Context: an optimization exercise on an open-source flow, tuned for small area. The choices shown serve that exercise and are no tape-out recipe. Function was checked by simulation only, so behaviour that the tests miss may differ from the original. Power is estimated from default activity; no workload was simulated.

==> flow/design.v <==
module All_Combined(
    input clock, reset,
    output hSync, vSync,
    output [3:0] vgaRed,
    output [3:0] vgaGreen,
    output [3:0] vgaBlue,
    input btnL,
    input btnR,
    input serve,
    input [9:0] serveX,
    input [9:0] serveY,
    input serveDirX,
    input serveDirY
    );
    function automatic ge10(input [9:0] a, input [9:0] c);
        integer i;
        reg r;
        begin
            r = 1'b1;
            for (i = 0; i < 10; i = i + 1)
                r = c[i] ? (a[i] & r) : (a[i] | r);
            ge10 = r;
        end
    endfunction
    function automatic le10(input [9:0] a, input [9:0] c);
        integer i;
        reg r;
        begin
            r = 1'b1;
            for (i = 0; i < 10; i = i + 1)
                r = c[i] ? (~a[i] | r) : (~a[i] & r);
            le10 = r;
        end
    endfunction
    function automatic near10(input [9:0] a, input [9:0] b);
        integer i;
        reg br;
        reg [9:0] d;
        begin
            br = 1'b0;
            for (i = 0; i < 10; i = i + 1) begin
                d[i] = a[i] ^ b[i] ^ br;
                br = (~a[i] & b[i]) | (~(a[i] ^ b[i]) & br);
            end
            near10 = ~br & ~|d[9:4] & ~(d[3] & (d[2] | d[1]));
        end
    endfunction
    reg [9:0] x, y;           
    wire xEnd = x[9] & x[8] & (&x[4:0]);           
    wire yEnd = y[9] & y[3] & y[1] & y[0];         
    wire [9:0] xInc, yInc;
    wire [10:0] xc, yc;
    assign xc[0] = 1'b1;
    assign yc[0] = 1'b1;
    genvar gi;
    generate for (gi = 0; gi < 10; gi = gi + 1) begin : inc
        assign xInc[gi] = x[gi] ^ xc[gi];
        assign yInc[gi] = y[gi] ^ yc[gi];
        assign xc[gi+1] = xc[gi] & x[gi];
        assign yc[gi+1] = yc[gi] & y[gi];
    end endgenerate
    always @(posedge clock or posedge reset)
        if (reset) begin
            x <= 0; y <= 0;
        end else begin
            x <= xEnd ? 10'd0 : xInc;
            if (xEnd) y <= yEnd ? 10'd0 : yInc;
        end
    wire x0 = ~|x;
    assign hSync = ge10(x, 689) & le10(x, 784);
    assign vSync = x0 ? (y == 512 || y == 513) : (y == 511 || y == 512);
    reg [9:0] ballX, ballY;
    reg vx, vy;               
    reg vyOn;                 
    reg gameOver;
    reg [4:0] brickOff;       
    reg [6:0] bar;            
    wire tick = x0 && (y == 481);
    wire [6:0] ph;
    wire [7:0] pb;
    assign pb[0] = 1'b0;
    generate for (gi = 0; gi < 7; gi = gi + 1) begin : padsub
        assign ph[gi] = ballX[gi+3] ^ bar[gi] ^ pb[gi];
        assign pb[gi+1] = (~ballX[gi+3] & bar[gi]) | (~(ballX[gi+3] ^ bar[gi]) & pb[gi]);
    end endgenerate
    wire ballFar = ge10(ballX, 1015);              
    wire pad = (~pb[7] & ~|ph[6:3] & ~&ph[2:0]) | ballFar;
    wire r1 = le10(ballX, 52);
    wire r2 = ge10(ballX, 621) & ~ballFar;
    wire r3 = le10(ballY, 42);
    wire yFar = ge10(ballY, 1015);
    wire r4 = ge10(ballY, 451) & ~yFar & pad;
    wire r5 = ge10(ballY, 461) & ~yFar;
    wire [10:0] cx, cy;
    assign cx[0] = tick;
    assign cy[0] = tick & vyOn;
    generate for (gi = 0; gi < 10; gi = gi + 1) begin : mv
        assign cx[gi+1] = cx[gi] & ~(ballX[gi] ^ vx);
        assign cy[gi+1] = cy[gi] & ~(ballY[gi] ^ vy);
    end endgenerate
    always @(posedge clock or posedge reset)
        if (reset) begin
            ballX <= 0; ballY <= 0; vyOn <= 0; gameOver <= 0;
        end else if (serve) begin
            ballX <= serveX; ballY <= serveY; vyOn <= 1; gameOver <= 0;
        end else begin
            ballX <= ballX ^ cx[9:0];
            ballY <= ballY ^ cy[9:0];
            if (!r1 && !r2 && (r3 || r4)) vyOn <= 1;
            if (!r1 && !r2 && !r3 && !r4 && r5) gameOver <= 1;
        end
    always @(posedge clock)
        if (serve) begin
            vx <= serveDirX; vy <= serveDirY;
        end else begin
            if (r1) vx <= 1;
            else if (r2) vx <= 0;
            else if (r3) vy <= 1;
            else if (r4) vy <= 0;
        end
    wire hitRow = le10(ballY, 61);
    wire [4:0] hit;
    assign hit[0] = hitRow & ((ge10(ballX, 61) & le10(ballX, 120)) | ballFar);
    assign hit[1] = hitRow & ge10(ballX, 181) & le10(ballX, 240);
    assign hit[2] = hitRow & ge10(ballX, 301) & le10(ballX, 360);
    assign hit[3] = hitRow & ge10(ballX, 421) & le10(ballX, 480);
    assign hit[4] = hitRow & ge10(ballX, 541) & le10(ballX, 600);
    always @(posedge clock or posedge reset)
        if (reset) brickOff <= 0;
        else brickOff <= brickOff | hit;
    wire barMax = bar[6] & bar[2] & bar[1] & bar[0];     
    wire barDn = btnL & |bar;
    wire barEn = tick & (barDn | (btnR & ~barMax));
    wire [7:0] cb;
    assign cb[0] = barEn;
    generate for (gi = 0; gi < 7; gi = gi + 1) begin : bmv
        assign cb[gi+1] = cb[gi] & (bar[gi] ^ barDn);
    end endgenerate
    always @(posedge clock or posedge reset)
        if (reset) bar <= 0;
        else bar <= bar ^ cb[6:0];
    wire border = (ge10(x, 42) & le10(x, 51) & ge10(y, 42) & le10(y, 471)) |
                  (ge10(x, 42) & le10(x, 631) & ((ge10(y, 32) & le10(y, 42)) | (ge10(y, 471) & le10(y, 480)))) |
                  (ge10(x, 631) & le10(x, 640) & ge10(y, 32) & le10(y, 480));
    wire brickRow = ge10(y, 52) & le10(y, 62);
    wire ng = ~gameOver;
    wire b1 = brickRow & ge10(x, 60) & le10(x, 130) & ~brickOff[0];
    wire b2 = brickRow & ge10(x, 180) & le10(x, 250) & ~brickOff[1];
    wire b3 = brickRow & ge10(x, 300) & le10(x, 370) & ~brickOff[2];
    wire b4 = brickRow & ge10(x, 420) & le10(x, 490) & ~brickOff[3];
    wire b5 = brickRow & ge10(x, 540) & le10(x, 610) & ~brickOff[4];
    wire ball = near10(x, ballX) & near10(y, ballY);
    wire [6:0] bd;
    wire [7:0] bbr;
    assign bbr[0] = 1'b0;
    generate for (gi = 0; gi < 7; gi = gi + 1) begin : barsub
        assign bd[gi] = x[gi+3] ^ bar[gi] ^ bbr[gi];
        assign bbr[gi+1] = (~x[gi+3] & bar[gi]) | (~(x[gi+3] ^ bar[gi]) & bbr[gi]);
    end endgenerate
    wire padl = ~bbr[7] & (~|bd[6:3] | (bd == 7'd8 & ~|x[2:0])) & ge10(y, 460) & le10(y, 465);
    wire cBorder = border;
    wire cObj = ~border & ng;
    wire cb1 = cObj & b1;
    wire cb2 = cObj & ~b1 & b2;
    wire cb3 = cObj & ~b1 & ~b2 & b3;
    wire cb4 = cObj & ~b1 & ~b2 & ~b3 & b4;
    wire cb5 = cObj & ~b1 & ~b2 & ~b3 & ~b4 & b5;
    wire cBall = cObj & ~b1 & ~b2 & ~b3 & ~b4 & ~b5 & ball;
    wire cBar = cObj & ~b1 & ~b2 & ~b3 & ~b4 & ~b5 & ~ball & padl;
    reg qR3;
    always @(posedge clock) qR3 <= cb1 | cb2 | cb5 | cBall | cBar;
    reg qR1;
    always @(posedge clock) qR1 <= cb4 | cb5 | cBall | cBar;
    reg qG1;
    always @(posedge clock) qG1 <= cBorder | cb1 | cBall;
    reg qG0;
    always @(posedge clock) qG0 <= cBorder | cb1 | cb2 | cb3 | cb4 | cb5 | cBall;
    wire R3 = qR3;
    wire R1 = qR1;
    wire G1 = qG1;
    wire G0 = qG0;
    wire R2 = (R3) | (~G1 & G0);
    wire R0 = (R3 & G1) | (R3 & ~G0) | (~R1 & ~G1 & G0);
    wire G3 = (~R3 & G0) | (R1) | (G1);
    wire G2 = ~((~R3 & ~R1 & ~G1) | (R3 & R1 & ~G1 & G0));
    wire B3 = (~R3 & R1) | (R3 & ~G1 & G0);
    wire B2 = (R3 & ~R1) | (R3 & ~G0);
    wire B0 = (~R3 & ~G1 & G0) | (R1 & ~G1 & G0);
    assign vgaRed = {R3, R2, R1, R0};
    assign vgaGreen = {G3, G2, G1, G0};
    assign vgaBlue = {B3, B2, 1'b0, B0};
endmodule
==> flow/flow/run.sh <==
#!/bin/bash
# Own layout flow: the standard ORFS flow (standard.sh) with three changes.
#  1. Synthesis: the standard flow's synthesis script, whose ORFS synth.tcl is swapped for a copy that
#     skips the full-adder extraction and maps with the area-oriented ABC script flow/area.abc.
#     Everything up to and including flip-flop mapping is unchanged, so the registers (names,
#     count, cell types) are those of the standard synthesis.
#  2. Port buffers: buf_1 instead of the default buffer cell (every port still gets one).
#  3. Clock tree: no dummy loads.
# Each tool's output goes to the ORFS logs under orfs/logs; make's own output to make.log.
set -euo pipefail
W=$(pwd)
F=$W/flow

sed "s#^source \$::env(SCRIPTS_DIR)/synth.tcl\$#source $W/synth_own.tcl#" synth_recipe.tcl > own_synth.tcl
grep -q "source $W/synth_own.tcl" own_synth.tcl

sed "s#^  log_cmd abc {\*}\$abc_args\$#  log_cmd abc -script $F/area.abc {*}\$lib_args {*}\$lib_dont_use_args#" \
  "$FLOW_HOME/scripts/synth.tcl" > synth_own.tcl
grep -q "area.abc" synth_own.tcl

sed "s#SYNTH_SCRIPT=[^ ]*#SYNTH_SCRIPT=$W/own_synth.tcl#" standard.sh > own_standard.sh
grep -q "SYNTH_SCRIPT=$W/own_synth.tcl" own_standard.sh

export ADDER_MAP_FILE=
export BUFFER_PORTS_ARGS="-buffer_cell sky130_fd_sc_hd__buf_1"
export CTS_ARGS="-repair_clock_nets -dont_use_dummy_load -buf_list sky130_fd_sc_hd__clkbuf_4"

bash own_standard.sh > make.log 2>&1
==> flow/flow/area.abc <==
strash
&get -n
&fraig -x
&put
scorr
dc2
strash
balance; rewrite; refactor; balance; rewrite; rewrite -z; balance; refactor -z; rewrite -z; balance
dc2
balance; rewrite; refactor; balance; rewrite; rewrite -z; balance; refactor -z; rewrite -z; balance
&get -n
&dch -f
&nf -R 1000
&put
==> flow/standard.sh <==
#!/bin/bash
# synth_recipe.tcl (not shown) runs the flow's synth.tcl, then flattens the netlist and writes it again
# the make line also repeats each setting of config.mk as NAME=value (left out here)
make -C /OpenROAD-flow-scripts/flow DESIGN_CONFIG=/design/flow/config.mk WORK_HOME=/design/flow/orfs CLKGATE_MAP_FILE= SYNTH_SCRIPT=/design/flow/synth_recipe.tcl "${@:-finish}"
==> flow/config.mk <==
export PLATFORM = sky130hd
export DESIGN_NAME = All_Combined
export DESIGN_NICKNAME = All_Combined
export VERILOG_FILES = /design/flow/design.v
export SDC_FILE = /design/flow/constraint.sdc
export NUM_CORES = 4
export LEC_CHECK = 0
export CAP_MARGIN = 20
export CORE_MARGIN = 2
export CORE_UTILIZATION = 40
export PLACE_DENSITY = 0.6
export SLEW_MARGIN = 20
==> flow/constraint.sdc <==
create_clock -name core_clock -period 10.0 [get_ports {clock}]
set_input_delay 2.0000 -clock core_clock [delete_from_list [all_inputs] [get_ports {clock}]]
set_output_delay 2.0000 -clock core_clock [all_outputs]
set_load 0.01 [all_outputs]
==> results of run 1 <==
==> sequential cells by signal (all words and copies together), names as in the netlist <==
register / cells
ballX: 10
ballY: 10
bar: 7
brickOff: 5
gameOver: 1
qG0: 1
qG1: 1
qR1: 1
qR3: 1
vx: 1
vy: 1
vyOn: 1
x: 10
y: 10
==> worst reg2reg max path, cell delays in order (launching register included) <==
cell and delay, ns:
sky130_fd_sc_hd__dfrtp_1 0.57, sky130_fd_sc_hd__nor2_1 0.32, sky130_fd_sc_hd__nand2_1 0.12, sky130_fd_sc_hd__nor4_1 0.39, sky130_fd_sc_hd__nand2_1 0.13, sky130_fd_sc_hd__or2_0 0.32
sky130_fd_sc_hd__nor3_1 0.33, sky130_fd_sc_hd__o211ai_1 0.20, sky130_fd_sc_hd__a211oi_1 0.37, sky130_fd_sc_hd__nand2_1 0.15, sky130_fd_sc_hd__a211oi_1 0.37, sky130_fd_sc_hd__o211ai_1 0.20
sky130_fd_sc_hd__a211oi_1 0.31, sky130_fd_sc_hd__xnor2_1 0.15
==> routing by layer <==
layer  vias to the layer above  global-route usage (%)  part of all wire, %
met3                        21                    5.16                  4.8
met2                       147                    34.4                   46
met1                      2036                    29.9                   47
met5                         -                       0                    0
met4                         0                    6.24                  2.2
li1                       2188                       -                    -
==> cells in the final DEF, fill, tap and decap left out, types with 5 or more instances in the layout <==
cell type,n
sky130_fd_sc_hd__dfrtp_1,54
sky130_fd_sc_hd__a21o_1,6
sky130_fd_sc_hd__or2_0,8
sky130_fd_sc_hd__o211ai_1,8
sky130_fd_sc_hd__a21oi_1,59
sky130_fd_sc_hd__a211oi_1,9
sky130_fd_sc_hd__clkinv_1,19
sky130_fd_sc_hd__buf_1,38
sky130_fd_sc_hd__nor4_1,6
sky130_fd_sc_hd__nand2_1,63
sky130_fd_sc_hd__clkbuf_4,9
sky130_fd_sc_hd__nand2b_1,11
sky130_fd_sc_hd__xor2_1,20
sky130_fd_sc_hd__nor2b_1,13
sky130_fd_sc_hd__a31oi_1,8
sky130_fd_sc_hd__nor3_1,25
sky130_fd_sc_hd__or3_1,8
sky130_fd_sc_hd__xnor2_1,37
sky130_fd_sc_hd__o21ai_0,47
sky130_fd_sc_hd__nand3_1,24
sky130_fd_sc_hd__nand4_1,9
sky130_fd_sc_hd__and3_1,9
sky130_fd_sc_hd__nor2_1,68
sky130_fd_sc_hd__and2_0,5
==> cells by family (layout without fill, tap and decap cells) <==
kind of cell	Yosys count	after routing	share of synthesized area (%)
fa+ha+maj	1	1	0.223
xor+xnor	57	57	11.1
other cells	1	2	0.0836
mux	2	2	0.502
compound gates	175	175	23.9
buf+inv	32	69	3.68
flops	60	60	33.2
simple gates	256	256	27.3
==> cell type report <==
class	count	area share [%]
Tap cell	140	3.65
Antenna cell	1	0.0522
Clock buffer	9	1.41
Multi-Input combinational cell	492	59.0
Inverter	20	1.56
Sequential cell	60	31.1
Timing Repair Buffer	40	3.23
==> cell usage after synthesis, drive strengths merged, types with 2 or more instances <==
| cell type | number |
|---|---|
| nor2 | 68 |
| nand2 | 63 |
| a21oi | 59 |
| dfrtp | 54 |
| o21ai | 47 |
| xnor2 | 37 |
| nor3 | 25 |
| nand3 | 24 |
| clkinv | 20 |
| xor2 | 20 |
| nor2b | 13 |
| buf | 12 |
| nand2b | 11 |
| a211oi | 9 |
| and3 | 9 |
| nand4 | 9 |
| a31oi | 8 |
| o211ai | 8 |
| or2 | 8 |
| or3 | 8 |
| a21o | 6 |
| nor4 | 6 |
| and2 | 5 |
| a31o | 4 |
| dfxtp | 4 |
| o22ai | 4 |
| o31ai | 4 |
| a211o | 3 |
| o21a | 3 |
| or4 | 3 |
| a21boi | 2 |
| a32oi | 2 |
| a41o | 2 |
| edfxtp | 2 |
| mux2 | 2 |
| o21bai | 2 |
==> report_power, final <==
part | internal, W | switching [W] | total [W] | leakage [nW]
combinational | 0.0000434 | 0.0000488 | 0.0000922 | 1.05
sequential | 0.000260 | 0.0000360 | 0.000296 | 0.729
clock | 0.0000416 | 0.0000846 | 0.000126 | 0.0414
total | 0.000345 | 0.000169 | 0.000515 | 1.82
==> through the flow <==
stage / hold WS [ns] / area, µm² / power (W)
after floorplan: 0.421 / 4490 / 0.000360
after global placement: 0.450 / 4730 / 0.000390
after detailed placement: 0.457 / 4730 / 0.000393
after CTS: 0.480 / 4790 / 0.000520
after global routing: 0.507 / 4790 / 0.000547
final: 0.478 / 4800 / 0.000515
==> how the worst max path moves through the flow <==
stage / startpoint / to / depth (start not counted)
after floorplan: btnL / bar[6]$_DFF_PP0_ / 10
after global placement: btnL / bar[6]$_DFF_PP0_ / 11
after detailed placement: btnL / bar[6]$_DFF_PP0_ / 11
after CTS: x[3]$_DFF_PP0_ / vSync / 8
after global routing: x[3]$_DFF_PP0_ / vSync / 8
final: x[3]$_DFF_PP0_ / vSync / 8
==> results.ini, run 1 <==
[clocking]
cts.htree.levels=3
tritoncts=built
cts.repair.resized=0
root_buffer=sky130_fd_sc_hd__clkbuf_4
clock-sinks=60
insertion_delay_ns=0.45
postCtsSetupRepairBufs=0
clk_slew_on_worst_s_h_paths_ns=0.11
tritoncts.num_buffers=9
clock_tree.buffer_depth=2
cts_hold_repair.buffers=0

[die]
chipHeight_um=110
dieArea_um2=12100
core_region_area_um2=10900
die-width_um=110
initial_core_util_pct=41.2
placement_rows=38
io_pins=41

[global_routing]
grt_max_degree=55
groute.usage.overall_pct=21.9
grt.overflow.total=0
grt_pass1_wl_um=20200
grt_pass1_vias=4059
antenna_found_initial=0

[worst_setup_path]
crit_path_max_fanout=17
worst_path_slowest_cell=sky130_fd_sc_hd__dfrtp_1
r2r_slack_ns=6.00
timing.setup.critical_path_class=reg2out
start_kind=register
cp_cell_sequence=nor2_1 > nand2_1 > nor4_1 > nand2_1 > or2_0 > o22ai_1 > a32o_1 > buf_1
cpLargestDelayFamily=simple AND/OR/NAND/NOR gates
critical_register_to_register_path_startpoint=x[3]$_DFF_PP0_
ff2ff_path_depth=13
crit_path_end_kind=output port
r2r-end=bar[6]$_DFF_PP0_
cp_data_arrival_time_ns=2.82
worst-path-buf-inv=1
crit_top_cell=sky130_fd_sc_hd__nand2_1
required_ns=8.00
critical-path-max-stage-delay_ns=0.57

[logic_synthesis]
yosysWarnings=1
synth_largest_type_area_fraction_pct=30.1
yosys_most_used_dff=sky130_fd_sc_hd__dfrtp_1
syn_area_um2=4490
ys_async_sr_fraction_pct=90.0
synth_area_leaders=sky130_fd_sc_hd__dfrtp_1 30%, sky130_fd_sc_hd__xnor2_1 7.2%, sky130_fd_sc_hd__a21oi_1 6.6%
post-synth-top-area-cell=sky130_fd_sc_hd__dfrtp_1
synth.ff_latch_count=60
synth.avg_cell_area_um2=7.68
synth_sequential_area_ratio_pct=33.2
ys_types=54
netlist_instances=584
postSynthNetCount=611
synth_edf_count=2

[routing]
detail_route.wirelength_um=12000
drt-initial-drc-count=236
detailroute.via_count=4392
avgViaCountPerCell=5.76
route.antenna.remaining_nets=0
drc=0
post_drt_wl_per_cell_um=15.7
count_of_tritonroute_iterations_in_the_first_routing_pass=5

[outcome]
run_status=no timing/DRC/antenna violations

[timing]
finalHoldViolCount=0
report.final.setup_viol=0
clock-skew-final_ns=0.0348
worst-slew-pin-transition_ns=0.787
final.setup.worst_slack_ns=5.18
period_needed_ns=4.82
finalCritPeriodShare_pct=48.2
drv_slew=0
fin_tns_setup_ns=0
setup_repair_after_global_routing_missed_its_margin=no
fmax_ghz=0.208
maxSlewHeadroom_pct=47.5

[pwr]
power.density_nw_per_um2=107
power.leakage_nw=1.82
ir_worst_vdd_v=0.0000674

[placed_design]
hpwl_um=8780
place.port_buffers=39
gp_congestion=0.894
post-place-cells=752
dpl_worst_slack_ns=5.11

[finish]
utilization_pct=44.1
num-nets-final=650
num-fill-cells=1130
fraction_of_final_layout_cells_with_drive_strength_greater_than_1_pct=1.93
syn_to_final_growth_pct=6.92
final-instance-count-excl-fill=762
multi_input_comb_area_um2=2830
register_area_um2=1490

[min_path]
hp_start=brickOff[2]$_DFF_PP0_
min_delay_worst_endpoint=brickOff[2]$_DFF_PP0_
hold-path-cell-count=1
worstHoldPathType=reg2reg

[run]
maxCapViolations=0

==> run 2: changes to the inputs <==
--- a/flow/flow/area.abc
+++ b/flow/flow/area.abc
@@ -9,6 +9,8 @@
 dc2
 balance; rewrite; refactor; balance; rewrite; rewrite -z; balance; refactor -z; rewrite -z; balance
 &get -n
-&dch -f
-&nf -R 1000
+&deepsyn -T 60
 &put
+strash
+dch -f
+amap
==> run 2 against run 1 <==
Compared with the run above: still clean on timing, DRC and antenna; fmax up 12%; utilization up 0.13 points; cell count up 4.2%; clock skew down 0.0096 ns; largest power group unchanged.
==> results.ini, run 2 <==
[outcome]
run_status=no timing/DRC/antenna violations  ; unchanged

[clocking]
cts.htree.levels=3  ; unchanged
insertion_delay_ns=0.44  ; was 0.45 ns
tritoncts=built  ; unchanged
postCtsSetupRepairBufs=0  ; unchanged
clk_slew_on_worst_s_h_paths_ns=0.10  ; was 0.11 ns
clock_tree.buffer_depth=2  ; unchanged
cts.repair.resized=0  ; unchanged
tritoncts.num_buffers=9  ; unchanged
clock-sinks=60  ; unchanged
cts_hold_repair.buffers=0  ; unchanged
root_buffer=sky130_fd_sc_hd__clkbuf_4  ; unchanged

[worst_setup_path]
crit_path_max_fanout=4  ; was 17
start_kind=register  ; unchanged
worstSetupStartpoint=x[1]$_DFF_PP0_  ; was x[3]$_DFF_PP0_
ff2ff_path_depth=20  ; was 13
crit_path_end_kind=output port  ; unchanged
required_ns=8.00  ; about the same
timing.setup.critical_path_class=reg2out  ; unchanged
r2r-end=ballY[8]$_DFF_PP0_  ; was bar[6]$_DFF_PP0_
worstSetupEndpoint=vSync  ; unchanged
r2r_slack_ns=6.51  ; was 6.00 ns
cp_data_arrival_time_ns=2.31  ; was 2.82 ns
critical_register_to_register_path_startpoint=x[1]$_DFF_PP0_  ; was x[3]$_DFF_PP0_

[routing]
detail_route.wirelength_um=12100  ; was 12000 µm
drt-initial-drc-count=423  ; was 236
detailroute.via_count=4488  ; was 4392
count_of_tritonroute_iterations_in_the_first_routing_pass=5  ; unchanged
drc=0  ; unchanged
avgViaCountPerCell=5.65  ; was 5.76
post_drt_wl_per_cell_um=15.3  ; was 15.7 µm
route.antenna.remaining_nets=0  ; unchanged

[die]
placement_rows=37  ; was 38
chipHeight_um=107  ; was 110 µm
dieArea_um2=11400  ; was 12100 µm²
die-width_um=107  ; was 110 µm
initial_core_util_pct=41.1  ; was 41.2%
core_region_area_um2=10300  ; was 10900 µm²
io_pins=41  ; unchanged

[timing]
setup_repair_after_global_routing_missed_its_margin=no  ; unchanged
maxSlewHeadroom_pct=42.9  ; was 47.5%
report.final.setup_viol=0  ; unchanged
clock-skew-final_ns=0.0252  ; was 0.0348 ns
period_needed_ns=4.31  ; was 4.82 ns
finalCritPeriodShare_pct=43.1  ; was 48.2%
drv_slew=0  ; unchanged
finalHoldViolCount=0  ; unchanged
worst-slew-pin-transition_ns=0.835  ; was 0.787 ns
fin_tns_setup_ns=0  ; unchanged
fmax_ghz=0.232  ; was 0.208 GHz

[finish]
num_antenna_cells=0  ; was 1
syn_to_final_growth_pct=7.49  ; was 6.92%
mostFrequentLayoutCell=sky130_fd_sc_hd__nor2_1  ; unchanged
register_area_um2=1490  ; unchanged
fin_area_um2=4540  ; was 4800 µm²
num-nets-final=687  ; was 650
fraction_of_final_layout_cells_with_drive_strength_greater_than_1_pct=1.98  ; was 1.93%
num-fill-cells=1075  ; was 1130
layout.cells.most_common_list=141 x sky130_fd_sc_hd__nor2_1, 86 x sky130_fd_sc_hd__clkinv_1, 62 x sky130_fd_sc_hd__nand2_1, 60 x sky130_fd_sc_hd__o21ai_0, 54 x sky130_fd_sc_hd__dfrtp_1  ; was 68 x sky130_fd_sc_hd__nor2_1, 63 x sky130_fd_sc_hd__nand2_1, 59 x sky130_fd_sc_hd__a21oi_1, 54 x sky130_fd_sc_hd__dfrtp_1, 47 x sky130_fd_sc_hd__o21ai_0
multi_input_comb_area_um2=2320  ; was 2830 µm²

[logic_synthesis]
synth_edf_count=2  ; unchanged
synth_area_leaders=sky130_fd_sc_hd__dfrtp_1 32%, sky130_fd_sc_hd__nor2_1 13%, sky130_fd_sc_hd__clkinv_1 7.7%  ; was sky130_fd_sc_hd__dfrtp_1 30%, sky130_fd_sc_hd__xnor2_1 7.2%, sky130_fd_sc_hd__a21oi_1 6.6%
postSynthNetCount=646  ; was 611
synth.avg_cell_area_um2=6.83  ; was 7.68 µm²
synth.ff_latch_count=60  ; unchanged
syn_area_um2=4230  ; was 4490 µm²
synthTopCellsByCount=141 x sky130_fd_sc_hd__nor2_1, 87 x sky130_fd_sc_hd__clkinv_1, 62 x sky130_fd_sc_hd__nand2_1  ; was 68 x sky130_fd_sc_hd__nor2_1, 63 x sky130_fd_sc_hd__nand2_1, 59 x sky130_fd_sc_hd__a21oi_1
yosys_most_used_dff=sky130_fd_sc_hd__dfrtp_1  ; unchanged
synth_largest_type_area_fraction_pct=32.0  ; was 30.1%
synthMostInstantiatedCell=sky130_fd_sc_hd__nor2_1  ; unchanged
synth_sequential_area_ratio_pct=35.3  ; was 33.2%
ys_types=45  ; was 54
yosysWarnings=1  ; unchanged
post-synth-top-area-cell=sky130_fd_sc_hd__dfrtp_1  ; unchanged
ys_async_sr_fraction_pct=90.0  ; unchanged
netlist_instances=619  ; was 584

[global_routing]
use_met1_pct=32.2  ; was 29.9%
groute.layer.met2.usage_pct=34.1  ; was 34.4%
grt_pass1_vias=4200  ; was 4059
grt_pass1_wl_um=20300  ; was 20200 µm
grt.met3_usage_pct=3.40  ; was 5.16%
groute.usage.overall_pct=22.8  ; was 21.9%
grt_max_degree=55  ; unchanged
grt.overflow.total=0  ; unchanged
busiest_metal_layer_after_global_routing=met2  ; unchanged
antenna_found_initial=0  ; unchanged

[min_path]
worstHoldPathType=reg2reg  ; unchanged

[placed_design]
placed_cell_area_um2=4470  ; was 4730 µm²
gp_congestion=0.961  ; was 0.894
hpwl_um=9270  ; was 8780 µm
place.port_buffers=39  ; unchanged

[pwr]
power.leakage_nw=1.67  ; was 1.82 nW
power.density_nw_per_um2=111  ; was 107 nW/µm²
ir_worst_vdd_v=0.0000692  ; was 0.0000674 V

[run]
maxCapViolations=0  ; unchanged

[run 2: metal layers]
metal / share of wire (%) / wire length [µm]
met1: 46 / 5600
met2: 43 / 5280
met3: 7.1 / 867
met4: 3.2 / 393
met5: 0 / 0
[run 2: worst min path at each step]
| stage | slack (ns) | cells after the start | to | from |
|---|---|---|---|---|
| after floorplan | 0.42 | 1 | brickOff[4]$_DFF_PP0_ | brickOff[4]$_DFF_PP0_ |
| after global placement | 0.46 | 1 | vyOn$_DFFE_PP0P_ | vyOn$_DFFE_PP0P_ |
| after detailed placement | 0.46 | 1 | vyOn$_DFFE_PP0P_ | vyOn$_DFFE_PP0P_ |
| after CTS | 0.49 | 1 | vyOn$_DFFE_PP0P_ | vyOn$_DFFE_PP0P_ |
| after global routing | 0.52 | 1 | vyOn$_DFFE_PP0P_ | vyOn$_DFFE_PP0P_ |
| final | 0.49 | 1 | vyOn$_DFFE_PP0P_ | vyOn$_DFFE_PP0P_ |
[run 2: where the power goes]
part	total (W)	switching (W)	internal, W	leakage, nW
Clock	0.000127	0.0000849	0.0000416	0.0414
Sequential	0.000281	0.0000222	0.000259	0.714
Combinational	0.0000962	0.0000616	0.0000347	0.920
[run 2: logic make-up after synthesis]
logic type | after synthesis | share of synthesized area [%]
AOI/OAI and AO/OA | 188 | 27.6
buffers and inverters | 99 | 9.86
DFF | 60 | 35.3
other | 1 | 0.0888
and+or+nand+nor | 271 | 27.2
[run 2: metrics by stage]
step / std cells / total power [W] / util [%] / setup slack, ns / hold WS (ns)
2_1_floorplan: 619 / 0.000356 / - / 6.52 / 0.421
3_3_place_gp: 785 / 0.000380 / 43.5 / 6.21 / 0.460
3_5_place_dp: 785 / 0.000381 / 43.5 / 6.20 / 0.464
4_1_cts: 794 / 0.000508 / 44.2 / 5.72 / 0.492
5_1_grt: 794 / 0.000533 / 44.2 / 5.59 / 0.525
6_report: 794 / 0.000504 / 44.2 / 5.69 / 0.487
[run 2: area by class of cell]
class	instances	share of cell area [%]
timing repair buffer	42	3.72
inverter	87	7.19
multi-input combinational	460	51.0
clock buffer	9	1.49
tap	136	3.75
sequential	60	32.8
[run 2: worst max-delay path, stage by stage, from the launching register on]
cell	delay, ns
sky130_fd_sc_hd__dfrtp_1	0.43
sky130_fd_sc_hd__nor2_1	0.16
sky130_fd_sc_hd__nand2_1	0.12
sky130_fd_sc_hd__nor2_1	0.19
sky130_fd_sc_hd__clkinv_1	0.15
sky130_fd_sc_hd__nor2_1	0.12
sky130_fd_sc_hd__nand3_1	0.11
sky130_fd_sc_hd__nor2_1	0.15
sky130_fd_sc_hd__nor2_1	0.05
sky130_fd_sc_hd__o21ai_0	0.22
sky130_fd_sc_hd__buf_1	0.19
==> run 3: changes to the inputs <==
--- a/flow/config.mk
+++ b/flow/config.mk
@@ -7,6 +7,6 @@
 export LEC_CHECK = 0
 export CAP_MARGIN = 20
 export CORE_MARGIN = 2
-export CORE_UTILIZATION = 40
-export PLACE_DENSITY = 0.6
+export CORE_UTILIZATION = 65
+export PLACE_DENSITY = 0.75
 export SLEW_MARGIN = 20
==> run 3 against run 2 <==
Compared with the run above: still clean on timing, DRC and antenna; synthesized cell count is the same; hold slack got worse by 0.0055 ns; total power decreased by 0.57%; sequential power barely moved; count of clock-buffer cells in the layout is the same; wire length decreased by 6.3%; final area decreased by 1.5%.
==> results.ini, run 3 <==
[worst_setup_path]
worst_path_slowest_cell=sky130_fd_sc_hd__dfrtp_1  ; unchanged
timing.setup.critical_path_class=reg2out  ; unchanged
start_kind=register  ; unchanged
required_ns=8.00  ; about the same
ff2ff_path_depth=20  ; unchanged
r2r_slack_ns=6.60  ; was 6.51 ns
crit_path_end_kind=output port  ; unchanged
crit_path_max_fanout=4  ; unchanged
critical-path-max-stage-delay_ns=0.43  ; about the same
crit_top_cell=sky130_fd_sc_hd__nor2_1  ; unchanged
cp_data_arrival_time_ns=2.21  ; was 2.31 ns
r2r-end=ballY[8]$_DFF_PP0_  ; unchanged
cp_cell_sequence=nor2_1 > nand2_1 > nor2_1 > clkinv_1 > nor2_1 > nand3_1 > nor2_1 > nor2_1 > o21ai_0 > buf_1  ; unchanged
critical_register_to_register_path_startpoint=x[1]$_DFF_PP0_  ; unchanged

[clocking]
clock-sinks=60  ; unchanged
cts.htree.levels=3  ; unchanged
clock_tree.buffer_depth=2  ; unchanged
clk_slew_on_worst_s_h_paths_ns=0.08  ; was 0.10 ns
postCtsSetupRepairBufs=0  ; unchanged
root_buffer=sky130_fd_sc_hd__clkbuf_4  ; unchanged
tritoncts.num_buffers=9  ; unchanged
cts_hold_repair.buffers=0  ; unchanged
cts.repair.resized=0  ; unchanged
insertion_delay_ns=0.42  ; was 0.44 ns
tritoncts=built  ; unchanged

[timing]
drv_slew=0  ; unchanged
setup_repair_after_global_routing_missed_its_margin=no  ; unchanged
period_needed_ns=4.21  ; was 4.31 ns
clock-skew-final_ns=0.0241  ; was 0.0252 ns
fin_tns_setup_ns=0  ; unchanged
worst-slew-pin-transition_ns=0.687  ; was 0.835 ns
report.final.setup_viol=0  ; unchanged
finalHoldViolCount=0  ; unchanged
finalCritPeriodShare_pct=42.1  ; was 43.1%
fmax_ghz=0.237  ; was 0.232 GHz
maxSlewHeadroom_pct=53.0  ; was 42.9%

[pwr]
power.leakage_nw=1.68  ; was 1.67 nW
power.density_nw_per_um2=112  ; was 111 nW/µm²
post_layout_total_power_w=0.000501  ; was 0.000504 W
pwr-share-comb_pct=19.2  ; was 19.1%
switchingPower_w=0.000165  ; was 0.000169 W
swShare_pct=33.0  ; was 33.4%
power.clock.fraction_pct=25.0  ; was 25.1%
p_int_w=0.000336  ; about the same
power.sequential.fraction_pct=55.9  ; was 55.8%
ir_worst_vdd_v=0.0000828  ; was 0.0000692 V

[placed_design]
hpwl_um=8620  ; was 9270 µm
place.port_buffers=39  ; unchanged
placed_cell_area_um2=4390  ; was 4470 µm²
gp_congestion=0.898  ; was 0.961

[logic_synthesis]
post-synth-top-area-cell=sky130_fd_sc_hd__dfrtp_1  ; unchanged
synthTopCellsByCount=141 x sky130_fd_sc_hd__nor2_1, 87 x sky130_fd_sc_hd__clkinv_1, 62 x sky130_fd_sc_hd__nand2_1  ; unchanged
synth.avg_cell_area_um2=6.83  ; unchanged
synth_edf_count=2  ; unchanged
synth_largest_type_area_fraction_pct=32.0  ; unchanged
syn_area_um2=4230  ; unchanged
yosys_most_used_dff=sky130_fd_sc_hd__dfrtp_1  ; unchanged
netlist_instances=619  ; unchanged
yosysWarnings=1  ; unchanged
postSynthNetCount=646  ; unchanged
synthMostInstantiatedCell=sky130_fd_sc_hd__nor2_1  ; unchanged
synth.ff_latch_count=60  ; unchanged
synth_sequential_area_ratio_pct=35.3  ; unchanged
synth_area_leaders=sky130_fd_sc_hd__dfrtp_1 32%, sky130_fd_sc_hd__nor2_1 13%, sky130_fd_sc_hd__clkinv_1 7.7%  ; unchanged
ys_async_sr_fraction_pct=90.0  ; unchanged
ys_types=45  ; unchanged

[min_path]
worstHoldPathType=reg2reg  ; unchanged
hold-path-cell-count=1  ; unchanged
min_delay_worst_endpoint=brickOff[0]$_DFF_PP0_  ; was vyOn$_DFFE_PP0P_
hp_start=brickOff[0]$_DFF_PP0_  ; was vyOn$_DFFE_PP0P_

[die]
placement_rows=29  ; was 37
io_pins=41  ; unchanged
dieArea_um2=7160  ; was 11400 µm²
initial_core_util_pct=66.9  ; was 41.1%
die-width_um=84.6  ; was 107 µm
core_region_area_um2=6310  ; was 10300 µm²
chipHeight_um=84.6  ; was 107 µm

[routing]
route.antenna.remaining_nets=0  ; unchanged
drt-initial-drc-count=590  ; was 423
count_of_tritonroute_iterations_in_the_first_routing_pass=5  ; unchanged
drc=0  ; unchanged
detail_route.wirelength_um=11400  ; was 12100 µm
avgViaCountPerCell=6.37  ; was 5.65
post_drt_wl_per_cell_um=15.5  ; was 15.3 µm
detailroute.via_count=4685  ; was 4488

[finish]
fin_area_um2=4470  ; was 4540 µm²
fraction_of_final_layout_cells_with_drive_strength_greater_than_1_pct=1.98  ; unchanged
num-nets-final=687  ; unchanged
mostFrequentLayoutCell=sky130_fd_sc_hd__nor2_1  ; unchanged
syn_to_final_growth_pct=5.83  ; was 7.49%
layout.cells.most_common_list=141 x sky130_fd_sc_hd__nor2_1, 86 x sky130_fd_sc_hd__clkinv_1, 62 x sky130_fd_sc_hd__nand2_1, 60 x sky130_fd_sc_hd__o21ai_0, 54 x sky130_fd_sc_hd__dfrtp_1  ; unchanged
num_antenna_cells=0  ; unchanged

[global_routing]
grt.overflow.total=0  ; unchanged
grt_pass1_vias=4246  ; was 4200
grt_max_degree=55  ; unchanged
antenna_found_initial=0  ; unchanged
groute.usage.overall_pct=33.5  ; was 22.8%
grt_pass1_wl_um=19400  ; was 20300 µm

[run]
maxCapViolations=0  ; unchanged

[outcome]
run_status=no timing/DRC/antenna violations  ; unchanged

## run 3: final cells by class
class / instances / area (µm²)
Sequential cell: 60 / 1490
Tap cell: 77 / 96.3
Multi-Input combinational cell: 460 / 2320
Inverter: 87 / 327
Clock buffer: 9 / 67.6
Timing Repair Buffer: 42 / 173
Fill cell: 565 / 1840
## run 3: cells by family after synthesis
logic type	share of synthesized area (%)
flip-flops	35.3
AO/OA/AOI/OAI	27.6
AND/OR/NAND/NOR	27.2
buffers and inverters	9.86
other	0.0888
## run 3: how the worst max path moves through the flow
stage                    from          endpoint  slack (ns)  cells after the start
5_1_grt        x[1]$_DFF_PP0_             vSync        5.56                     10
3_3_place_gp            serve  vyOn$_DFFE_PP0P_        5.82                      6
4_1_cts        x[1]$_DFF_PP0_             vSync        5.83                     10
2_1_floorplan  x[1]$_DFF_PP0_             vSync        6.52                      9
6_report       x[1]$_DFF_PP0_             vSync        5.79                     10
3_5_place_dp            serve  vyOn$_DFFE_PP0P_        5.69                      6
## run 3: routing by layer
layer / share of wire, % / track usage (%) / vias to the layer above
met5: 0 / 0 / -
met4: 4.3 / 15.3 / 0
met3: 9.8 / 6.78 / 60
met2: 43 / 50.3 / 290
met1: 43 / 46.7 / 2082
li1: - / - / 2253
## run 3: through the flow
step / instances / hold slack (ns) / worst slack [ns] / util [%]
2_1_floorplan: 619 / 0.421 / 6.52 / -
3_3_place_gp: 725 / 0.460 / 5.82 / 69.6
3_5_place_dp: 725 / 0.462 / 5.69 / 69.6
4_1_cts: 734 / 0.483 / 5.83 / 70.7
5_1_grt: 735 / 0.508 / 5.56 / 70.8
6_report: 735 / 0.482 / 5.79 / 70.8
## run 3: worst max-delay path: cells and delay by family, from the launching register on
family / cells / cell delay, ns
AO/OA/AOI/OAI: 1 / 0.18
buffers and inverters: 2 / 0.31
flip-flops: 1 / 0.43
AND/OR/NAND/NOR: 7 / 0.88
## run 3: power groups by stage
| stage | Clock [W] | Sequential (W) | Combinational, W |
|---|---|---|---|
| finish | 0.000125 | 0.000280 | 0.0000961 |
| global route | 0.000132 | 0.000282 | 0.000110 |
| CTS | 0.000123 | 0.000279 | 0.0000953 |
| detailed placement | 0 | 0.000284 | 0.0000949 |
| global placement | 0 | 0.000284 | 0.0000920 |
| floorplan | 0 | 0.000277 | 0.0000789 |
==> run 4: changes to the inputs <==
--- a/flow/flow/run.sh
+++ b/flow/flow/run.sh
@@ -23,6 +23,6 @@
 
 export ADDER_MAP_FILE=
 export BUFFER_PORTS_ARGS="-buffer_cell sky130_fd_sc_hd__buf_1"
-export CTS_ARGS="-repair_clock_nets -dont_use_dummy_load -buf_list sky130_fd_sc_hd__clkbuf_4"
+export CTS_ARGS="-sink_clustering_enable -repair_clock_nets -dont_use_dummy_load -buf_list sky130_fd_sc_hd__clkbuf_16 -sink_clustering_size 100 -sink_clustering_max_diameter 1000"
 
 bash own_standard.sh > make.log 2>&1
--- a/flow/flow/area.abc
+++ b/flow/flow/area.abc
@@ -9,8 +9,6 @@
 dc2
 balance; rewrite; refactor; balance; rewrite; rewrite -z; balance; refactor -z; rewrite -z; balance
 &get -n
-&deepsyn -T 60
+&dch -f
+&nf -R 1000
 &put
-strash
-dch -f
-amap
--- a/flow/config.mk
+++ b/flow/config.mk
@@ -7,6 +7,6 @@
 export LEC_CHECK = 0
 export CAP_MARGIN = 20
 export CORE_MARGIN = 2
-export CORE_UTILIZATION = 65
-export PLACE_DENSITY = 0.75
+export CORE_UTILIZATION = 40
+export PLACE_DENSITY = 0.6
 export SLEW_MARGIN = 20
==> run 4 against run 3 <==
Compared with the run above: still clean; sequential power up 6%; worst setup slack worse by 0.50 ns; cell count up 3.5%; synthesized area up 6.2%; sequential cell count unchanged; clock skew down 0.010 ns; sequential share of layout area down 3.2 points; utilization down 25 points; register-to-register slack worse by 0.60 ns; critical path depth down 2; critical endpoint unchanged; largest cell class unchanged; highest routed layer unchanged.
==> results.ini, run 4 <==
[clocking]
tritoncts.num_buffers=9  ; unchanged
clock_tree.buffer_depth=2  ; unchanged
cts.repair.resized=0  ; unchanged
postCtsSetupRepairBufs=0  ; unchanged
root_buffer=sky130_fd_sc_hd__clkbuf_16  ; was sky130_fd_sc_hd__clkbuf_4
cts.htree.levels=3  ; unchanged
tritoncts=built  ; unchanged
clk_slew_on_worst_s_h_paths_ns=0.05  ; was 0.08 ns
insertion_delay_ns=0.34  ; was 0.42 ns
cts_hold_repair.buffers=0  ; unchanged
clock-sinks=60  ; unchanged

[timing]
fin_tns_setup_ns=0  ; unchanged
report.final.setup_viol=0  ; unchanged
period_needed_ns=4.72  ; was 4.21 ns
fmax_ghz=0.212  ; was 0.237 GHz
setup_repair_after_global_routing_missed_its_margin=no  ; unchanged
drv_slew=0  ; unchanged
clock-skew-final_ns=0.0138  ; was 0.0241 ns
finalHoldViolCount=0  ; unchanged
worst-slew-pin-transition_ns=0.777  ; was 0.687 ns
finalCritPeriodShare_pct=47.2  ; was 42.1%
maxSlewHeadroom_pct=48.2  ; was 53.0%

[finish]
num-nets-final=650  ; was 687
utilization_pct=45.5  ; was 70.8%
fraction_of_final_layout_cells_with_drive_strength_greater_than_1_pct=1.93  ; was 1.98%
num-fill-cells=1114  ; was 565
layout.cells.most_common_list=68 x sky130_fd_sc_hd__nor2_1, 63 x sky130_fd_sc_hd__nand2_1, 59 x sky130_fd_sc_hd__a21oi_1, 54 x sky130_fd_sc_hd__dfrtp_1, 47 x sky130_fd_sc_hd__o21ai_0  ; was 141 x sky130_fd_sc_hd__nor2_1, 86 x sky130_fd_sc_hd__clkinv_1, 62 x sky130_fd_sc_hd__nand2_1, 60 x sky130_fd_sc_hd__o21ai_0, 54 x sky130_fd_sc_hd__dfrtp_1
multi_input_comb_area_um2=2830  ; was 2320 µm²
mostFrequentLayoutCell=sky130_fd_sc_hd__nor2_1  ; unchanged
num_antenna_cells=0  ; unchanged
register_area_um2=1490  ; unchanged
syn_to_final_growth_pct=10.4  ; was 5.83%

[global_routing]
grt_pass1_wl_um=20400  ; was 19400 µm
grt_pass1_vias=4091  ; was 4246
antenna_found_initial=0  ; unchanged
groute.usage.overall_pct=22.0  ; was 33.5%
grt_max_degree=55  ; unchanged
grt.overflow.total=0  ; unchanged

[run]
maxCapViolations=0  ; unchanged

[min_path]
worstHoldPathType=reg2reg  ; unchanged
min_delay_worst_endpoint=brickOff[2]$_DFF_PP0_  ; was brickOff[0]$_DFF_PP0_
hold-path-cell-count=1  ; unchanged
hp_start=brickOff[2]$_DFF_PP0_  ; was brickOff[0]$_DFF_PP0_

[pwr]
ir_worst_vdd_v=0.0000902  ; was 0.0000828 V
power.sequential.fraction_pct=46.0  ; was 55.9%
switchingPower_w=0.000185  ; was 0.000165 W
swShare_pct=28.6  ; was 33.0%
p_int_w=0.000461  ; was 0.000336 W
power.density_nw_per_um2=130  ; was 112 nW/µm²
pwr-share-comb_pct=14.2  ; was 19.2%
power.clock.fraction_pct=39.8  ; was 25.0%
power.leakage_nw=1.89  ; was 1.68 nW

[worst_setup_path]
crit_path_end_kind=output port  ; unchanged
crit_path_max_fanout=17  ; was 4
timing.setup.critical_path_class=reg2out  ; unchanged
required_ns=8.00  ; about the same
ff2ff_path_depth=13  ; was 20
r2r_slack_ns=6.00  ; was 6.60 ns
cp_data_arrival_time_ns=2.72  ; was 2.21 ns
start_kind=register  ; unchanged
r2r-end=bar[6]$_DFF_PP0_  ; was ballY[8]$_DFF_PP0_
critical_register_to_register_path_startpoint=x[3]$_DFF_PP0_  ; was x[1]$_DFF_PP0_

[die]
io_pins=41  ; unchanged
chipHeight_um=110  ; was 84.6 µm
core_region_area_um2=10900  ; was 6310 µm²
die-width_um=110  ; was 84.6 µm
initial_core_util_pct=41.2  ; was 66.9%
placement_rows=38  ; was 29
dieArea_um2=12100  ; was 7160 µm²

[logic_synthesis]
yosys_most_used_dff=sky130_fd_sc_hd__dfrtp_1  ; unchanged
synth.ff_latch_count=60  ; unchanged
synth_edf_count=2  ; unchanged
yosysWarnings=1  ; unchanged
synthMostInstantiatedCell=sky130_fd_sc_hd__nor2_1  ; unchanged
postSynthNetCount=611  ; was 646
post-synth-top-area-cell=sky130_fd_sc_hd__dfrtp_1  ; unchanged
syn_area_um2=4490  ; was 4230 µm²
synth_largest_type_area_fraction_pct=30.1  ; was 32.0%
synthTopCellsByCount=68 x sky130_fd_sc_hd__nor2_1, 63 x sky130_fd_sc_hd__nand2_1, 59 x sky130_fd_sc_hd__a21oi_1  ; was 141 x sky130_fd_sc_hd__nor2_1, 87 x sky130_fd_sc_hd__clkinv_1, 62 x sky130_fd_sc_hd__nand2_1
ys_types=54  ; was 45
ys_async_sr_fraction_pct=90.0  ; unchanged
synth_sequential_area_ratio_pct=33.2  ; was 35.3%
synth.avg_cell_area_um2=7.68  ; was 6.83 µm²
netlist_instances=584  ; was 619
synth_area_leaders=sky130_fd_sc_hd__dfrtp_1 30%, sky130_fd_sc_hd__xnor2_1 7.2%, sky130_fd_sc_hd__a21oi_1 6.6%  ; was sky130_fd_sc_hd__dfrtp_1 32%, sky130_fd_sc_hd__nor2_1 13%, sky130_fd_sc_hd__clkinv_1 7.7%

[routing]
drc=0  ; unchanged
met1Wirelength_um=5580  ; was 4860 µm
met3_length_um=548  ; was 1120 µm
detailroute.via_count=4404  ; was 4685
dr.max_layer_used=met4  ; unchanged
post_drt_wl_per_cell_um=15.9  ; was 15.5 µm
met2WireLength_um=5670  ; was 4910 µm
route.antenna.remaining_nets=0  ; unchanged
drt-initial-drc-count=249  ; was 590
avgViaCountPerCell=5.79  ; was 6.37
detail_route.wirelength_um=12100  ; was 11400 µm
count_of_tritonroute_iterations_in_the_first_routing_pass=6  ; was 5

[placed_design]
place.port_buffers=39  ; unchanged
gp_congestion=0.894  ; was 0.898
hpwl_um=8780  ; was 8620 µm

[outcome]
run_status=no timing/DRC/antenna violations  ; unchanged

[run 4: layer usage]
| layer | global-route usage (%) | vias up |
|---|---|---|
| met2 | 34.8 | 129 |
| met4 | 8.41 | 0 |
| met3 | 3.56 | 25 |
| li1 | - | 2185 |
| met1 | 30.2 | 2065 |
| met5 | 0 | - |
[run 4: cell families (layout without fill, tap and decap cells)]
kind of cell | count (synthesis) | after routing | synth area share (%)
buffers and inverters | 32 | 69 | 3.68
AOI/OAI and AO/OA | 175 | 175 | 23.9
xor gates and xnor gates | 57 | 57 | 11.1
and+or+nand+nor | 256 | 256 | 27.3
DFF | 60 | 60 | 33.2
other | 1 | 1 | 0.0836
adders and majority gates | 1 | 1 | 0.223
muxes | 2 | 2 | 0.502
[run 4: final cells by class]
cell class                 instances  share of cell area [%]
multi-input combinational        492                    57.1
sequential                        60                    30.1
clock buffer                       9                    4.55
tap                              140                    3.54
timing repair buffer              40                    3.13
inverter                          20                    1.52
[run 4: metrics by stage]
step / power, W / hold WS (ns) / instance area [µm²] / setup WS, ns / cells
after floorplan: 0.000360 / 0.421 / 4490 / 5.69 / 584
final: 0.000646 / 0.461 / 4950 / 5.28 / 761
after CTS: 0.000653 / 0.466 / 4950 / 5.30 / 761
after global routing: 0.000678 / 0.491 / 4950 / 5.04 / 761
after global placement: 0.000390 / 0.450 / 4730 / 5.27 / 752
after detailed placement: 0.000393 / 0.457 / 4730 / 5.11 / 752
[run 4: how the worst max path moves through the flow]
stage          cells after the start  slack, ns           start                to
2_1_floorplan                     10       5.69            btnL  bar[6]$_DFF_PP0_
3_3_place_gp                      11       5.27            btnL  bar[6]$_DFF_PP0_
6_report                           8       5.28  x[3]$_DFF_PP0_             vSync
5_1_grt                            8       5.04  x[3]$_DFF_PP0_             vSync
3_5_place_dp                      11       5.11            btnL  bar[6]$_DFF_PP0_
4_1_cts                            8       5.30  x[3]$_DFF_PP0_             vSync
[run 4: worst max-delay path, cell delays in order (launching register included)]
cell and delay (ns):
sky130_fd_sc_hd__dfrtp_1 0.56, sky130_fd_sc_hd__nor2_1 0.32, sky130_fd_sc_hd__nand2_1 0.12, sky130_fd_sc_hd__nor4_1 0.39, sky130_fd_sc_hd__nand2_1 0.14, sky130_fd_sc_hd__or2_0 0.32, sky130_fd_sc_hd__o22ai_1 0.21, sky130_fd_sc_hd__a32o_1 0.17
sky130_fd_sc_hd__buf_1 0.15
[run 4: power by group through the flow]
stage | clock network, W | logic [W] | registers (W)
after floorplan | 0 | 0.0000720 | 0.000288
after global placement | 0 | 0.0000897 | 0.000300
after detailed placement | 0 | 0.0000924 | 0.000301
after CTS | 0.000263 | 0.0000931 | 0.000297
after global routing | 0.000272 | 0.000106 | 0.000301
final | 0.000257 | 0.0000920 | 0.000297
==> run 5: changes to the inputs <==
--- a/flow/design.v
+++ b/flow/design.v
@@ -63,12 +63,13 @@
         if (reset) begin
             x <= 0; y <= 0;
         end else begin
-            x <= xEnd ? 10'd0 : xInc;
-            if (xEnd) y <= yEnd ? 10'd0 : yInc;
+            x <= {xInc[9:8] & ~{2{xEnd}}, xInc[7:6], xInc[5] & ~xEnd, xInc[4:0]};
+            if (xEnd) y <= {yInc[9] & ~yEnd, yInc[8:4], yInc[3:2] & ~{2{yEnd}}, yInc[1:0]};
         end
     wire x0 = ~|x;
-    assign hSync = ge10(x, 689) & le10(x, 784);
-    assign vSync = x0 ? (y == 512 || y == 513) : (y == 511 || y == 512);
+    assign hSync = ge10(x, 689) & ~(x[9] & x[8] & x[4] & |x[3:0]);
+    wire y512 = y[9] & ~|y[3:1];                   
+    assign vSync = x0 ? y512 : ((y512 & ~y[0]) | (~y[9] & &y[8:0]));
     reg [9:0] ballX, ballY;
     reg vx, vy;               
     reg vyOn;                 
--- a/flow/flow/run.sh
+++ b/flow/flow/run.sh
@@ -23,6 +23,6 @@
 
 export ADDER_MAP_FILE=
 export BUFFER_PORTS_ARGS="-buffer_cell sky130_fd_sc_hd__buf_1"
-export CTS_ARGS="-sink_clustering_enable -repair_clock_nets -dont_use_dummy_load -buf_list sky130_fd_sc_hd__clkbuf_16 -sink_clustering_size 100 -sink_clustering_max_diameter 1000"
+export CTS_ARGS="-repair_clock_nets -dont_use_dummy_load -buf_list sky130_fd_sc_hd__clkbuf_4"
 
 bash own_standard.sh > make.log 2>&1
--- a/flow/flow/area.abc
+++ b/flow/flow/area.abc
@@ -9,6 +9,8 @@
 dc2
 balance; rewrite; refactor; balance; rewrite; rewrite -z; balance; refactor -z; rewrite -z; balance
 &get -n
-&dch -f
-&nf -R 1000
+&deepsyn -T 60
 &put
+strash
+dch -f
+amap
==> run 5 against run 4 <==
Compared with the run above: total power shrank 23%; synthesized cell count rose by 1.2%; final area shrank 9.5%; largest cell class unchanged; clock skew up 0.020 ns; via count increased by 0.86%; critical path depth grew 2; clock power decreased by 51%; cell count up 0.53%; sequential cell count unchanged; count of clock-buffer cells in the layout is the same; wire length up 4.6%; sequential share of layout area is 3.2 points higher; largest power group unchanged; highest routed layer unchanged.
==> results.ini, run 5 <==
[timing]
clock-skew-final_ns=0.0335  ; was 0.0138 ns
whs_ns=0.489  ; was 0.461 ns
drv_slew=0  ; unchanged
setup_repair_after_global_routing_missed_its_margin=no  ; unchanged
finalCritPeriodShare_pct=45.3  ; was 47.2%
finalHoldViolCount=0  ; unchanged
report.final.setup_viol=0  ; unchanged
worst-slew-pin-transition_ns=0.889  ; was 0.777 ns
maxSlewHeadroom_pct=39.9  ; was 48.2%
period_needed_ns=4.53  ; was 4.72 ns
final.setup.worst_slack_ns=5.47  ; was 5.28 ns
fin_tns_setup_ns=0  ; unchanged
fmax_ghz=0.221  ; was 0.212 GHz

[logic_synthesis]
synth_area_leaders=sky130_fd_sc_hd__dfrtp_1 32%, sky130_fd_sc_hd__nor2_1 11%, sky130_fd_sc_hd__clkinv_1 7.2%  ; was sky130_fd_sc_hd__dfrtp_1 30%, sky130_fd_sc_hd__xnor2_1 7.2%, sky130_fd_sc_hd__a21oi_1 6.6%
synthMostInstantiatedCell=sky130_fd_sc_hd__nor2_1  ; unchanged
synth_largest_type_area_fraction_pct=32.4  ; was 30.1%
ys_types=47  ; was 54
synth_sequential_area_ratio_pct=35.7  ; was 33.2%
synth.ff_latch_count=60  ; unchanged
synth.avg_cell_area_um2=7.06  ; was 7.68 µm²
netlist_instances=591  ; was 584
ys_async_sr_fraction_pct=90.0  ; unchanged
synth_edf_count=2  ; unchanged
yosys_most_used_dff=sky130_fd_sc_hd__dfrtp_1  ; unchanged
yosysWarnings=1  ; unchanged
synthTopCellsByCount=127 x sky130_fd_sc_hd__nor2_1, 80 x sky130_fd_sc_hd__clkinv_1, 60 x sky130_fd_sc_hd__nand2_1  ; was 68 x sky130_fd_sc_hd__nor2_1, 63 x sky130_fd_sc_hd__nand2_1, 59 x sky130_fd_sc_hd__a21oi_1
syn_area_um2=4170  ; was 4490 µm²
postSynthNetCount=618  ; was 611
post-synth-top-area-cell=sky130_fd_sc_hd__dfrtp_1  ; unchanged

[global_routing]
grt.overflow.total=0  ; unchanged
grt_pass1_vias=4314  ; was 4091
groute.usage.overall_pct=24.0  ; was 22.0%
grt_pass1_wl_um=21300  ; was 20400 µm
grt_max_degree=55  ; unchanged
antenna_found_initial=0  ; unchanged

[placed_design]
place.port_buffers=39  ; unchanged
hpwl_um=9690  ; was 8780 µm
dpl_worst_slack_ns=5.87  ; was 5.11 ns
gp_congestion=0.938  ; was 0.894

[die]
core_region_area_um2=10200  ; was 10900 µm²
placement_rows=37  ; was 38
initial_core_util_pct=40.8  ; was 41.2%
die-width_um=106  ; was 110 µm
chipHeight_um=106  ; was 110 µm
io_pins=41  ; unchanged
dieArea_um2=11300  ; was 12100 µm²

[finish]
layout.cells.most_common_list=127 x sky130_fd_sc_hd__nor2_1, 79 x sky130_fd_sc_hd__clkinv_1, 60 x sky130_fd_sc_hd__nand2_1, 55 x sky130_fd_sc_hd__o21ai_0, 54 x sky130_fd_sc_hd__dfrtp_1  ; was 68 x sky130_fd_sc_hd__nor2_1, 63 x sky130_fd_sc_hd__nand2_1, 59 x sky130_fd_sc_hd__a21oi_1, 54 x sky130_fd_sc_hd__dfrtp_1, 47 x sky130_fd_sc_hd__o21ai_0
mostFrequentLayoutCell=sky130_fd_sc_hd__nor2_1  ; unchanged
utilization_pct=43.8  ; was 45.5%
num_antenna_cells=0  ; unchanged
num-nets-final=658  ; was 650
syn_to_final_growth_pct=7.40  ; was 10.4%
num-fill-cells=1082  ; was 1114
fraction_of_final_layout_cells_with_drive_strength_greater_than_1_pct=1.91  ; was 1.93%

[clocking]
tritoncts.num_buffers=9  ; unchanged
cts_hold_repair.buffers=0  ; unchanged
postCtsSetupRepairBufs=0  ; unchanged
root_buffer=sky130_fd_sc_hd__clkbuf_4  ; was sky130_fd_sc_hd__clkbuf_16
clock_tree.buffer_depth=2  ; unchanged
clk_slew_on_worst_s_h_paths_ns=0.10  ; was 0.05 ns
cts.repair.resized=0  ; unchanged
clock-sinks=60  ; unchanged
insertion_delay_ns=0.44  ; was 0.34 ns
cts.htree.levels=3  ; unchanged
tritoncts=built  ; unchanged

[worst_setup_path]
timing.setup.critical_path_class=reg2out  ; unchanged
cp_data_arrival_time_ns=2.53  ; was 2.72 ns
crit_top_cell=sky130_fd_sc_hd__nor2_1  ; was sky130_fd_sc_hd__nand2_1
worst_path_slowest_cell=sky130_fd_sc_hd__dfrtp_1  ; unchanged
start_kind=register  ; unchanged
crit_path_end_kind=output port  ; unchanged
cp_cell_sequence=clkinv_1 > nor2_1 > nor2_1 > nand2_1 > nor2_1 > nand2_1 > nor3_1 > nor2_1 > o32ai_1 > buf_1  ; was nor2_1 > nand2_1 > nor4_1 > nand2_1 > or2_0 > o22ai_1 > a32o_1 > buf_1
required_ns=8.00  ; about the same
critical-path-max-stage-delay_ns=0.44  ; was 0.56 ns
crit_path_max_fanout=5  ; was 17

[pwr]
power.leakage_nw=1.68  ; was 1.89 nW
ir_worst_vdd_v=0.0000627  ; was 0.0000902 V
post_layout_total_power_w=0.000500  ; was 0.000646 W
power.density_nw_per_um2=112  ; was 130 nW/µm²

[routing]
drt-initial-drc-count=337  ; was 249
count_of_tritonroute_iterations_in_the_first_routing_pass=5  ; was 6
avgViaCountPerCell=5.81  ; was 5.79
post_drt_wl_per_cell_um=16.5  ; was 15.9 µm
detailroute.via_count=4442  ; was 4404
detail_route.wirelength_um=12600  ; was 12100 µm
drc=0  ; unchanged
route.antenna.remaining_nets=0  ; unchanged

[outcome]
run_status=no timing/DRC/antenna violations  ; unchanged

[min_path]
worstHoldPathType=reg2reg  ; unchanged

[run]
maxCapViolations=0  ; unchanged

-- run 5: path summary, 6_finish.rpt --
kind                                        from                 end  slack, ns  cells past startpoint
worst max-delay path              x[0]$_DFF_PP0_               vSync       5.47                     10
worst min-delay path            vyOn$_DFFE_PP0P_    vyOn$_DFFE_PP0P_       0.49                      1
worst max register to register    x[0]$_DFF_PP0_  ballY[9]$_DFF_PP0_       5.86                     19
worst min register to register  vyOn$_DFFE_PP0P_    vyOn$_DFFE_PP0P_       0.49                      1
max in group asynchronous                  reset    bar[5]$_DFF_PP0_       7.76                      3
min in group asynchronous                  reset  ballX[3]$_DFF_PP0_       1.74                      3
-- run 5: kinds of logic (layout without fill, tap and decap cells) --
| family | after synthesis | in the layout | share of synthesized area (%) |
|---|---|---|---|
| compound gates | 189 | 189 | 29.6 |
| simple gates | 248 | 248 | 25.1 |
| xor+xnor | 1 | 1 | 0.210 |
| other cells | 1 | 1 | 0.0898 |
| buf+inv | 92 | 130 | 9.35 |
| flops | 60 | 60 | 35.7 |
-- run 5: area by class of cell --
type,instances,area [µm²],share of cell area (%)
clock buffer,9,67.6,1.51
inverter,80,300,6.70
multi-input combinational,439,2290,51.1
sequential,60,1490,33.3
tap,136,170,3.80
timing repair buffer,41,161,3.60
-- run 5: where the power goes --
part           switching [W]  leakage [nW]  internal [W]
logic              0.0000629         0.923     0.0000349
registers          0.0000190         0.718      0.000257
clock network      0.0000846        0.0414     0.0000416
total               0.000167          1.68      0.000334
-- run 5: routing by layer --
layer	GRT usage (%)	wire length [µm]	up-vias
li1	-	-	2177
met1	33.2	5830	2035
met2	36.2	5620	191
met3	4.35	778	39
met4	11.2	396	0
met5	0	0	-
-- run 5: critical path, delay by kind of cell (launching register included) --
kind                   cells  cell delay (ns)
AOI/OAI and AO/OA          1             0.33
buffers and inverters      2             0.28
DFF                        1             0.44
and+or+nand+nor            7             1.05
-- run 5: stage by stage --
stage	area [µm²]	instances
6_report	4480	765
4_1_cts	4480	765
5_1_grt	4480	765
3_3_place_gp	4420	756
3_5_place_dp	4420	756
2_1_floorplan	4170	591

## separate check: timing with driven ports
The flow's constraints put no driver on any port. The routed layouts listed below were extracted and timed again, unchanged, in two steps.
Step 1 assumes that a clkbuf_16 drives the clock port and a buf_2 every other input.
Step 2 adds t to the input delays and takes it off the output delays; t is the mean of the earliest and latest rising clock arrival at the registers after step 1. Input paths then give back, and output paths get back, about the clock's delay inside the block.
Slacks: no drivers / after step 1 / after step 2; pairs: no drivers / after step 1.
| run | t, ns | slack for setup (ns) | slew at the worst register clock pin (ns) |
|---|---|---|---|
| run 1 | 0.465 | 5.183 / 5.152 / 5.025 | 0.11 / 0.11 |
| run 2 | 0.458 | 5.694 / 5.663 / 6.121 | 0.11 / 0.11 |
| run 3 | 0.438 | 5.787 / 5.758 / 6.196 | 0.11 / 0.11 |
| run 4 | 0.376 | 5.282 / 5.239 / 5.042 | 0.05 / 0.05 |
| run 5 | 0.454 | 5.470 / 5.438 / 5.864 | 0.11 / 0.11 |
After both steps every run listed still meets setup and hold. The setup slack of run 4, which loses most, moves by -0.043 ns with the drivers and by -0.240 ns with both steps.
